From an optimization exercise on the open Yosys and OpenROAD flow, aimed at small area, a short achievable clock period and few clock cycles; shortcuts taken in it are not production practice. Function was checked by simulation only, so behaviour that the tests miss may differ from the original. No activity file was given, so power comes from the tool's default toggle rates.

==> flow/design.v (excerpt) <==
module VCU#(
    parameter NoOfElem = 4,
    parameter wordSize = 32,
    parameter memDepthC = 32,
    localparam memDepth = memDepthC - 2,
    localparam insSpace = 8  
)
(
    input clk,
    input RESET,
    input memWRTDone,
    input [wordSize - 1:0] BRAMdataIn,  
    output logic [wordSize-1: 0] BRAMDataOut,  
    output logic [memDepth-1+2:0]BRAMaddrByte,
    output logic [3:0]BRAMWREN,
    output logic BRAMENMEM,
    output logic done
);
Settings: LEC_CHECK=0, CAP_MARGIN=20, CORE_MARGIN=2, CORE_UTILIZATION=40, PLACE_DENSITY=0.6, SLEW_MARGIN=20; clock period 10.0 ns.
standard.sh (not shown) runs the stock make flow with config.mk's settings and CLKGATE_MAP_FILE= SYNTH_SCRIPT=/design/flow/synth_recipe.tcl, a recipe that flattens the netlist after the stock synthesis.
==> flow/flow/run.sh <==
#!/bin/bash
# Standard layout (the standard.sh, standard synthesis), with:
#  - a clock tree without dummy loads, in larger sink clusters;
#  - every input and output port buffered with a plain buffer rather than a
#    delay cell.
# The SDC, clock period and I/O constraints are unchanged.
set -euo pipefail
bash standard.sh SETUP_SLACK_MARGIN=7.1 \
  "CTS_ARGS=-sink_clustering_enable -repair_clock_nets -dont_use_dummy_load -sink_clustering_size 30 -sink_clustering_max_diameter 80" \
  "BUFFER_PORTS_ARGS=-buffer_cell sky130_fd_sc_hd__buf_2" \
  finish > standard_flow.log 2>&1
Testbench counts at the start, summed over its fixed seeds: cycles 42,337.
Then changed:
--- a/flow/flow/run.sh
+++ b/flow/flow/run.sh
@@ -8 +8 @@
-bash standard.sh SETUP_SLACK_MARGIN=7.1 \
+bash standard.sh SETUP_SLACK_MARGIN=6.8 \
ABC_AREA = 1   (was default)
CORE_UTILIZATION = 55   (was 40)
PLACE_DENSITY = 0.7   (was 0.6)
Effect:
- routed wire length falls by 4.5%
- non-clock buffer count fell by 151
- total power drops by 20%
Then changed:
CAP_MARGIN = 10   (was 20)
CORE_UTILIZATION = 40   (was 55)
PLACE_DENSITY = 0.6   (was 0.7)
SLEW_MARGIN = 10   (was 20)
The new run ran to the end with no violations. Count of clock-buffer cells in the layout goes up by 1. Sequential power goes up slightly. Flip-flop and latch count stays the same. Maximum frequency goes up slightly. Hold slack loses 4.7 ps. Worst setup slack gains 33 ps. Synthesized area does not change. Routed wire length goes up by a few percent. Final cell count goes up by a little under a tenth. Global-route usage goes down by 6.0 points.
Then changed:
ABC_AREA = default   (was 1)
CAP_MARGIN = 20   (was 10)
SLEW_MARGIN = 20   (was 10)
Effect:
- clock-buffer cell count went up by 4
- setup slack gets worse by 41 ps
- via count went down by 5.9%

---

VCU again, from the RTL that the note above started with.
make LEC_CHECK=0 ABC_AREA=1 CAP_MARGIN=20 CORE_MARGIN=2 CORE_UTILIZATION=40 CTS_CLUSTER_DIAMETER=80 CTS_CLUSTER_SIZE=30 PLACE_DENSITY=0.6 SETUP_SLACK_MARGIN=5 SLEW_MARGIN=20 finish   # period 10.0 ns
run.sh (not shown) runs the stock make flow with config.mk's settings and CLKGATE_MAP_FILE= SYNTH_SCRIPT=/design/flow/synth_recipe.tcl, a recipe that flattens the netlist after the stock synthesis.
Stock flow here: none of the scripts above is used.
Testbench counts at the start, summed over its fixed seeds: cycles 42,337.
Rerun with:
==> flow/flow/run.sh (new file) <==
#!/bin/bash
# Standard layout (the standard.sh, standard synthesis), with:
#  - a clock tree without dummy loads, in larger sink clusters;
#  - every input and output port buffered with a plain buffer rather than a
#    delay cell.
# The SDC, clock period and I/O constraints are unchanged.
set -euo pipefail
bash standard.sh SETUP_SLACK_MARGIN=6.8 \
  "CTS_ARGS=-sink_clustering_enable -repair_clock_nets -dont_use_dummy_load -sink_clustering_size 30 -sink_clustering_max_diameter 80" \
  "BUFFER_PORTS_ARGS=-buffer_cell sky130_fd_sc_hd__buf_2" \
  finish > standard_flow.log 2>&1
==> flow/standard.sh (new file) <==
#!/bin/bash
# synth_recipe.tcl (not shown) runs the flow's synth.tcl, then flattens the netlist and writes it again
# the make line also repeats each setting of config.mk as NAME=value (left out here)
make -C /OpenROAD-flow-scripts/flow DESIGN_CONFIG=/design/flow/config.mk WORK_HOME=/design/flow/orfs CLKGATE_MAP_FILE= SYNTH_SCRIPT=/design/flow/synth_recipe.tcl "${@:-finish}"
Settings changed: CTS_CLUSTER_DIAMETER 80 to default, CTS_CLUSTER_SIZE 30 to default, SETUP_SLACK_MARGIN 5 to default.
removed: flow/run.sh
Cell area shrinks by 1.1%. Register-to-register slack gains 0.46 ns. Synthesized area does not change. Synthesized cell count stays the same. First-iteration DRC count grows by 18%. Worst setup slack gains 0.44 ns.
Rerun with:
--- a/flow/flow/run.sh
+++ b/flow/flow/run.sh
@@ -6,5 +6,5 @@
 # The SDC, clock period and I/O constraints are unchanged.
 set -euo pipefail
-bash standard.sh SETUP_SLACK_MARGIN=6.8 \
+bash standard.sh SETUP_SLACK_MARGIN=6.5 \
   "CTS_ARGS=-sink_clustering_enable -repair_clock_nets -dont_use_dummy_load -sink_clustering_size 30 -sink_clustering_max_diameter 80" \
   "BUFFER_PORTS_ARGS=-buffer_cell sky130_fd_sc_hd__buf_2" \
Settings changed: ABC_AREA 1 to default.
The changed run finished clean.
Non-clock buffer count goes up by 25.
Global-route usage drops by 0.95 points.
Cell count drops by 8.1%.
Design area is about the same.
First-iteration DRC count came out lower by 23%.
Area after synthesis stays flat.

---

Setup of try-nickel:
VCU, a different RTL version from the one above (not shown whole).
Size: about 3700 cells after synthesis.
Settings: LEC_CHECK=0, CAP_MARGIN=20, CORE_MARGIN=2, CORE_UTILIZATION=40, PLACE_DENSITY=0.6, SLEW_MARGIN=20; clock period 10.0 ns.
Stock flow here: none of the scripts above is used.
try-nickel reached the end of the flow, and the finished layout is clean on the timing, design-rule and antenna checks.
Testbench counts of try-nickel, summed over its fixed seeds: cycles 43,236.
Setup changes, try-nickel to try-lagoon
- setting SETUP_SLACK_MARGIN to 5 for the first time
## What came out
- Going from try-nickel to try-lagoon, aggregate global-route resource usage held steady, global routing met2 resource utilization held steady, largest fanout on the critical path grew by 4, total non-filler cell area in the finished layout held steady, total power held steady.
- try-nickel → try-lagoon: length of routed met3 wiring climbed 2.9%, count of input and output buffers held, wire length ~0 delta.

re-timing with driven ports:
How much do the figures lean on ideal ports? The routed layouts below were timed once more, with nothing changed but the port constraints. Step 1 (the two cells are an assumption about what drives the block):
set clk [get_ports {clk}]
set_driving_cell -lib_cell sky130_fd_sc_hd__clkbuf_16 $clk
set_driving_cell -lib_cell sky130_fd_sc_hd__buf_2 [delete_from_list [all_inputs] $clk]
Step 2 adds t to the input delays and takes it off the output delays; t is the mean of the earliest and latest rising clock arrival at the registers after step 1. Input paths then give back, and output paths get back, about the clock's delay inside the block. a / b / c = ideal ports / drivers / drivers and shift; a / b = the first two.
run | t, ns | setup slack, ns | cell pins on the clock port's net
the first run of note 1 | 0.669 | 6.789 / 6.720 / 6.443 | 1
the second run of note 1 | 0.675 | 6.812 / 6.784 / 6.411 | 1
the third run of note 1 | 0.677 | 6.846 / 6.769 / 6.546 | 1
the fourth run of note 1 | 0.666 | 6.804 / 6.740 / 6.370 | 1
the first run of note 2 | 0.701 | 6.402 / 6.345 / 5.998 | 1
the second run of note 2 | 0.684 | 6.838 / 6.761 / 6.525 | 1
the third run of note 2 | 0.683 | 6.578 / 6.578 / 6.451 | 1
try-nickel | 0.748 | 4.925 / 4.925 / 4.925 | 1
try-lagoon | 0.750 | 5.318 / 5.318 / 5.318 | 1
After both steps every run listed still meets setup and hold. The setup slack of the fourth run of note 1, which loses most, moves by -0.064 ns with the drivers and by -0.434 ns with both steps.
